Context: an optimization exercise on an open-source flow, tuned for small area, a short achievable clock period and few clock cycles per item. The choices shown serve that exercise and are no tape-out recipe.
At most, simulation tests tie the RTL to the original design; equivalence was not proved.

run A:
// part_2_TOP
module part_2_TOP (input clk, rst, start, input [1:0] MOD, input [15:0] Xbus,
                   output Ready, output [17:0] RBUS);
Size in the first run: about 1200 cells after synthesis, about 40 I/O pins.
==> flow/config.mk <==
export PLATFORM = sky130hd
export DESIGN_NAME = part_2_TOP
export DESIGN_NICKNAME = part_2_TOP
export VERILOG_FILES = /design/flow/design.v
export SDC_FILE = /design/flow/constraint.sdc
export NUM_CORES = 4
export LEC_CHECK = 0
export CAP_MARGIN = 5
export CORE_MARGIN = 2
export CORE_UTILIZATION = 40
export PLACE_DENSITY = 0.6
export SETUP_SLACK_MARGIN = 4.5
export SLEW_MARGIN = 5
==> flow/constraint.sdc <==
create_clock -name core_clock -period 10.0 [get_ports {clk}]
set_input_delay 2.0000 -clock core_clock [delete_from_list [all_inputs] [get_ports {clk}]]
set_output_delay 2.0000 -clock core_clock [all_outputs]
set_load 0.01 [all_outputs]
run.sh (not shown) runs the stock make flow with config.mk's settings and CLKGATE_MAP_FILE= SYNTH_SCRIPT=/design/flow/synth_recipe.tcl, a recipe that flattens the netlist after the stock synthesis.
Testbench counts of run A, summed over its fixed seeds: cycles 14,484, items 1,280.
The inputs of run B differ from those of run A as listed below.
- swapping 5 for 20 in CAP_MARGIN
- swapping 5 for 20 in SLEW_MARGIN
- swapping 0.6 for 0.45 in PLACE_DENSITY
Findings:
Sequential fraction of total cell area (lower): run B
Of run A and run B, run A shows the lower final cell utilization of the core, with run B above it.
Run A → run B: first-pass GRT wire length increased 7.1%.
Summary of run B over run A: final cycle utilization of the critical path grew by 0.26 points; number of cells traversed by the worst register-to-register path shrank by 1; post-CTS repair timing setup buffer count grew by 8.
Critical path depth delta for run B relative to run A: 1 higher
diff inputs: run B => run C
- SETUP_SLACK_MARGIN changed from 4.5 to 4.75
- PLACE_DENSITY changed from 0.45 to 0.6
### Flow results
Where post-detailed-routing wire length is concerned, run B is outperformed by run C. Against run B, amount of wire on met3 after detailed routing in run C rose by more than a quarter. Run C vs. run B: number of filler instances in the final layout fell 199. Delta(design area, run C - run B) > 0. As far as non-clock inverter total of the final layout goes, run B and run C are indistinguishable; the numbers are identical. Run B -> run C: clock buffer instance count of the final layout delta 0, exact match. The relative area of non-clock buffer cells in the final design of run C exceeds that of run B by 2.6 points. Higher final cell count without fillers among run C and run B: run C.

========
Setup of v57:
part_2_TOP, a different RTL version from the one above (not shown whole).
Size: roughly 70 flip-flops, roughly 10,000 um2 of cells after synthesis.
make LEC_CHECK=0 CAP_MARGIN=20 CORE_MARGIN=2 CORE_UTILIZATION=40 PLACE_DENSITY=0.6 SETUP_SLACK_MARGIN=5 SLEW_MARGIN=20 finish   # period 10.0 ns
Testbench counts of v57, summed over its fixed seeds: cycles 14,484, items 1,280.
--- input diff v57..v6 ---
- SETUP_SLACK_MARGIN: 5 -> 4
==> results.txt <==
- In the metrics for v6 and v57, the one carrying the lower pin count of the biggest net entering global routing is v57.
- On v6: worst clock skew is 0.0066 ns lower than what v57 gave.
- The met1 layer usage reported by global route of v6 falls short of that of v57 by 1.2 points.
- Summary of v6 over v57: hold slack now smaller; placed cell count comparable; setup slack of the worst register-to-register path now smaller; number of optimization iterations in the first detailed-route pass now smaller; global-route usage now smaller.
- Diff v6 and v57: non-filler instance count after layout lower in v6
- The run showing the greater growth of design area from synthesis to finish is v57.
- For final instance area, dividing the value from v6 by the value from v57 gives 0.848.
Input-level comparison between v30 and v6:
- SETUP_SLACK_MARGIN: 4 -> 4.5
### Flow results
Looking only at ratio of routed vias to standard cells, and setting everything else aside, the higher value of v6 and v30 goes to v30. Comparing v6 and v30, worst hold slack is lower on v6. NOTE final area v6->v30 increased by a few percent. Compared with v6, in v30 buffering overhead rose 1.3 points, number of nets produced by synthesis held, via count went up 1.7%. Synthesized cell count: v6 vs v30 — no meaningful difference.

========
Setup of before:
RTL: one of the versions met above, not the one the previous note started from.
For scale: about 1200 cells after synthesis, about 40 I/O pins, roughly 10000 sq um of cells after synthesis.
clock: 10.0 ns
lec_check: 0
cap_margin: 5
core_margin: 2
core_utilization: 40
place_density: 0.6
setup_slack_margin: 4.6
slew_margin: 5
Testbench counts of before, summed over its fixed seeds: cycles 14,484, items 1,280.
For after, these inputs were changed with respect to before:
diff --git a/flow/config.mk b/flow/config.mk
--- a/flow/config.mk
+++ b/flow/config.mk
@@ -6,8 +6,8 @@
 export NUM_CORES = 4
 export LEC_CHECK = 0
-export CAP_MARGIN = 5
+export CAP_MARGIN = 20
 export CORE_MARGIN = 2
 export CORE_UTILIZATION = 40
-export PLACE_DENSITY = 0.6
-export SETUP_SLACK_MARGIN = 4.6
-export SLEW_MARGIN = 5
+export PLACE_DENSITY = 0.75
+export SETUP_SLACK_MARGIN = 4.5
+export SLEW_MARGIN = 20
Notes after the runs:
The clock skew was comparable across after and before. Against before as the reference, after delivers a lower met2 track demand over resource in global routing. met1 wire length for after: about 13% down relative to before. The higher proportion of final cell area spent on non-clock buffers came out of before. Diff before -> after | area after detailed placement | decrease of 0.61%. Cmp after vs before: average wire length per cell after detail routing lower in after.

========
part_2_TOP, a different RTL version from the one above (not shown whole).
For scale: ~1400 cells after synthesis, roughly 40 I/O pins.
clock: 10.0 ns
lec_check: 0
cap_margin: 20
core_margin: 2
core_utilization: 40
place_density: 0.6
slew_margin: 20
The first run completed without violations.
Testbench counts at the start, summed over its fixed seeds: cycles 15,422, items 1,280.
Edit:
- ABC_CLOCK_PERIOD_IN_PS: default -> 5000
- SETUP_SLACK_MARGIN: default -> 4
Outcome: Flip-flop and latch count is unchanged; hold slack barely changes; global-route usage climbs by 1.1 points; first-iteration DRC count drops slightly; utilization rose by 5.6 points; area after synthesis stays the same; die area is unchanged; via count increases by a little under a tenth; routed wire length increases by roughly a tenth; count of clock-buffer cells in the layout decreases by 2.

========
part_2_TOP with an RTL version that a note above also has.
Size in the first run: roughly 1200 cells after synthesis, ~40 I/O pins, ~10000 sq um of cells after synthesis.
## part_2_TOP
module part_2_TOP (input clk, rst, start, input [1:0] MOD, input [15:0] Xbus,
                   output Ready, output [17:0] RBUS);
Settings: LEC_CHECK=0, CAP_MARGIN=0, CORE_MARGIN=2, CORE_UTILIZATION=40, PLACE_DENSITY=0.6, SETUP_SLACK_MARGIN=4.5, SLEW_MARGIN=0; clock period 10.0 ns.
Testbench counts at the start, summed over its fixed seeds: cycles 14,484, items 1,280.
==> next run, changes <==
Settings changed: CAP_MARGIN 0 to 5, SETUP_SLACK_MARGIN 4.5 to 4.4, SLEW_MARGIN 0 to 5.
Result: Global-route usage is unchanged; routed wire length hardly moves; core utilization came out lower by 0.13 points; final area stays flat.

========
Another version of the RTL of part_2_TOP (not shown whole).
For scale: ~1300 cells after synthesis, roughly 70 flip-flops, ~40 I/O pins, roughly 11000 um2 of cells after synthesis.
// part_2_TOP
module part_2_TOP (input clk, rst, start, input [1:0] MOD, input [15:0] Xbus,
                   output Ready, output [17:0] RBUS);
Settings: LEC_CHECK=0, CAP_MARGIN=20, CORE_MARGIN=2, CORE_UTILIZATION=65, PLACE_DENSITY=0.8, SETUP_SLACK_MARGIN=4, SLEW_MARGIN=20; clock period 10.0 ns.
Testbench counts at the start, summed over its fixed seeds: cycles 14,484, items 1,280.
Edit:
Settings changed: ABC_CLOCK_PERIOD_IN_PS from default to 4500, CORE_UTILIZATION 65 to 40, PLACE_DENSITY 0.8 to 0.6.
What happened: The new run went through all stages and came out clean; area after synthesis stays the same; count of clock-buffer cells in the layout stays the same; via count shrinks by 4.5%.
Edit:
Settings changed: ABC_CLOCK_PERIOD_IN_PS 4500 to default, SETUP_SLACK_MARGIN 4 to 5.
Wire length is higher by about 9%; setup slack gets better by 0.65 ns.
Edit:
Settings changed: SETUP_SLACK_MARGIN 5 to 4.
The changed run went through all stages and came out clean.
Die area does not change.
Synthesized cell count stays the same.
Routed wire length fell by a little under a tenth.
Final area fell by roughly a tenth.

========
part_2_TOP, a different RTL version from the one above (not shown whole).
Size in the first run: ~1300 cells after synthesis, roughly 67 flip-flops, about 40 I/O pins, about 11000 um2 of cells after synthesis.
export LEC_CHECK = 0
export CAP_MARGIN = 20
export CORE_MARGIN = 2
export CORE_UTILIZATION = 40
export PLACE_DENSITY = 0.6
export SLEW_MARGIN = 20
create_clock -name core_clock -period 10.0 [get_ports {clk}]
Next try:
Settings changed: SETUP_SLACK_MARGIN set to 4.
Utilization goes up by 0.32 points. Worst hold slack barely changes. Non-clock buffer count is higher by 5. Wire length falls by 0.42%. Final area goes up by 0.74%. Via count barely changes. Cell count increases by 0.32%. Synthesized cell count stays the same. Count of clock-buffer cells in the layout is unchanged. Fmax came out higher by 10%.
No run of this note included a check of the RTL's function; only the layout flow was run.

========
Setup of JK:
part_2_TOP with an RTL version that a note above also has.
For scale: roughly 1200 cells after synthesis, about 72 flip-flops, about 40 I/O pins, ~0.010 mm2 of cells after synthesis.
Settings: LEC_CHECK=0, CAP_MARGIN=20, CORE_MARGIN=2, CORE_UTILIZATION=40, PLACE_DENSITY=0.6, SETUP_SLACK_MARGIN=4.25, SLEW_MARGIN=20; clock period 10.0 ns.
JK: full flow OK, the timing, design-rule and antenna checks passed
Testbench counts of JK, summed over its fixed seeds: cycles 14,484, items 1,280.
[inputs] MS vs JK
- SETUP_SLACK_MARGIN now 4.5, was 4.25
==> comparison <==
Changes observed in MS relative to JK: global routing usage on met3 closely matched the old numbers, setup slack after layout increased by 0.30 ns relative to the old numbers, area added between synthesis and finish increased by 2.7 points relative to the old numbers.
MS completed every stage of the flow, and the final layout passed the timing, design-rule and antenna checks.

========
## main
part_2_TOP, a different RTL version from the one above (not shown whole).
Size: ~40 I/O pins.
Settings: LEC_CHECK=0, ABC_CLOCK_PERIOD_IN_PS=4000, CAP_MARGIN=20, CORE_MARGIN=2, CORE_UTILIZATION=40, PLACE_DENSITY=0.6, SETUP_SLACK_MARGIN=5, SLEW_MARGIN=20; clock period 10.0 ns.
## Diff of input files: the feature branch against main
Settings: SETUP_SLACK_MARGIN: 5 -> unset; ABC_CLOCK_PERIOD_IN_PS: 4000 -> unset.
## What came out
The feature branch ran to completion and came out clean on the timing, design-rule and antenna checks. | first-pass GRT wire length | the feature branch vs main | better |. | die height | main vs the feature branch | ≈ equal |. Going from main to the feature branch, the minimum setup slack in the final design was found to have gone down by 920 ps. The feature branch: final wirelength is 14% lower than what main reported. Compared with main, in the feature branch final design area excluding fillers lost 16%, detailed-route via count lost 818, number of DRC markers after the initial detailed-route iteration lost 28%.
No functional check of the RTL was part of any run of this note.

port drivers added, routing unchanged:
The flow's constraints put no driver on any port. The routed layouts listed below were extracted and timed again, unchanged, in two steps. Step 1 sets driving cells, clkbuf_16 on the clock port and buf_2 on the other inputs (assumed; they add their load-dependent delay and slew). Step 2 adds t to the input delays and takes it off the output delays; t is the mean of the earliest and latest rising clock arrival at the registers after step 1. Input paths then give back, and output paths get back, about the clock's delay inside the block. Slacks: no drivers / after step 1 / after step 2; pairs: no drivers / after step 1.
| run | t (ns) | setup WS [ns] | worst setup path after step 2 | latest minus earliest clock arrival (ns) | worst slew at a driven data input, ns |
|---|---|---|---|---|---|
| run A | 0.380 | 4.712 / 4.671 / 4.758 | register to register | 0.010 / 0.010 | 0.03 |
| run B | 0.394 | 4.686 / 4.639 / 4.757 | register to register | 0.007 / 0.007 | 0.03 |
| run C | 0.381 | 4.742 / 4.702 / 4.858 | register to register | 0.007 / 0.007 | 0.03 |
| v57 | 0.382 | 4.591 / 4.551 / 4.686 | register to register | 0.010 / 0.010 | 0.03 |
| v6 | 0.375 | 4.209 / 4.167 / 4.248 | register to register | 0.003 / 0.004 | 0.04 |
| v30 | 0.372 | 4.569 / 4.530 / 4.709 | register to register | 0.005 / 0.006 | 0.04 |
| before | 0.380 | 4.765 / 4.724 / 4.849 | register to register | 0.009 / 0.009 | 0.03 |
| after | 0.373 | 4.622 / 4.585 / 4.683 | register to register | 0.007 / 0.007 | 0.05 |
| the first run of note 4 | 0.369 | 3.214 / 3.178 / 3.221 | register to register | 0.007 / 0.008 | 0.04 |
| the second run of note 4 | 0.368 | 3.846 / 3.846 / 3.846 | register to register | 0.008 / 0.008 | 0.04 |
| the first run of note 5 | 0.380 | 4.712 / 4.671 / 4.758 | register to register | 0.010 / 0.010 | 0.03 |
| the second run of note 5 | 0.383 | 4.622 / 4.579 / 4.691 | register to register | 0.009 / 0.009 | 0.03 |
| the first run of note 6 | 0.374 | 4.194 / 4.159 / 4.208 | register to register | 0.009 / 0.010 | 0.04 |
| the second run of note 6 | 0.378 | 4.171 / 4.129 / 4.250 | register to register | 0.006 / 0.006 | 0.05 |
| the third run of note 6 | 0.372 | 4.820 / 4.820 / 4.820 | register to register | 0.006 / 0.007 | 0.05 |
| the fourth run of note 6 | 0.378 | 4.171 / 4.129 / 4.250 | register to register | 0.006 / 0.006 | 0.05 |
| the first run of note 7 | 0.383 | 3.634 / 3.595 / 3.977 | register to output | 0.008 / 0.009 | 0.04 |
| the second run of note 7 | 0.384 | 4.221 / 4.181 / 4.372 | register to register | 0.008 / 0.008 | 0.03 |
| JK | 0.377 | 4.361 / 4.320 / 4.593 | register to register | 0.009 / 0.009 | 0.04 |
| MS | 0.382 | 4.663 / 4.622 / 4.742 | register to register | 0.009 / 0.009 | 0.04 |
| main | 0.379 | 4.329 / 4.286 / 4.374 | input to register | 0.012 / 0.012 | 0.06 |
| the feature branch | 0.369 | 3.412 / 3.376 / 3.540 | input to register | 0.010 / 0.010 | 0.04 |
After both steps setup and hold are still met in every run listed.
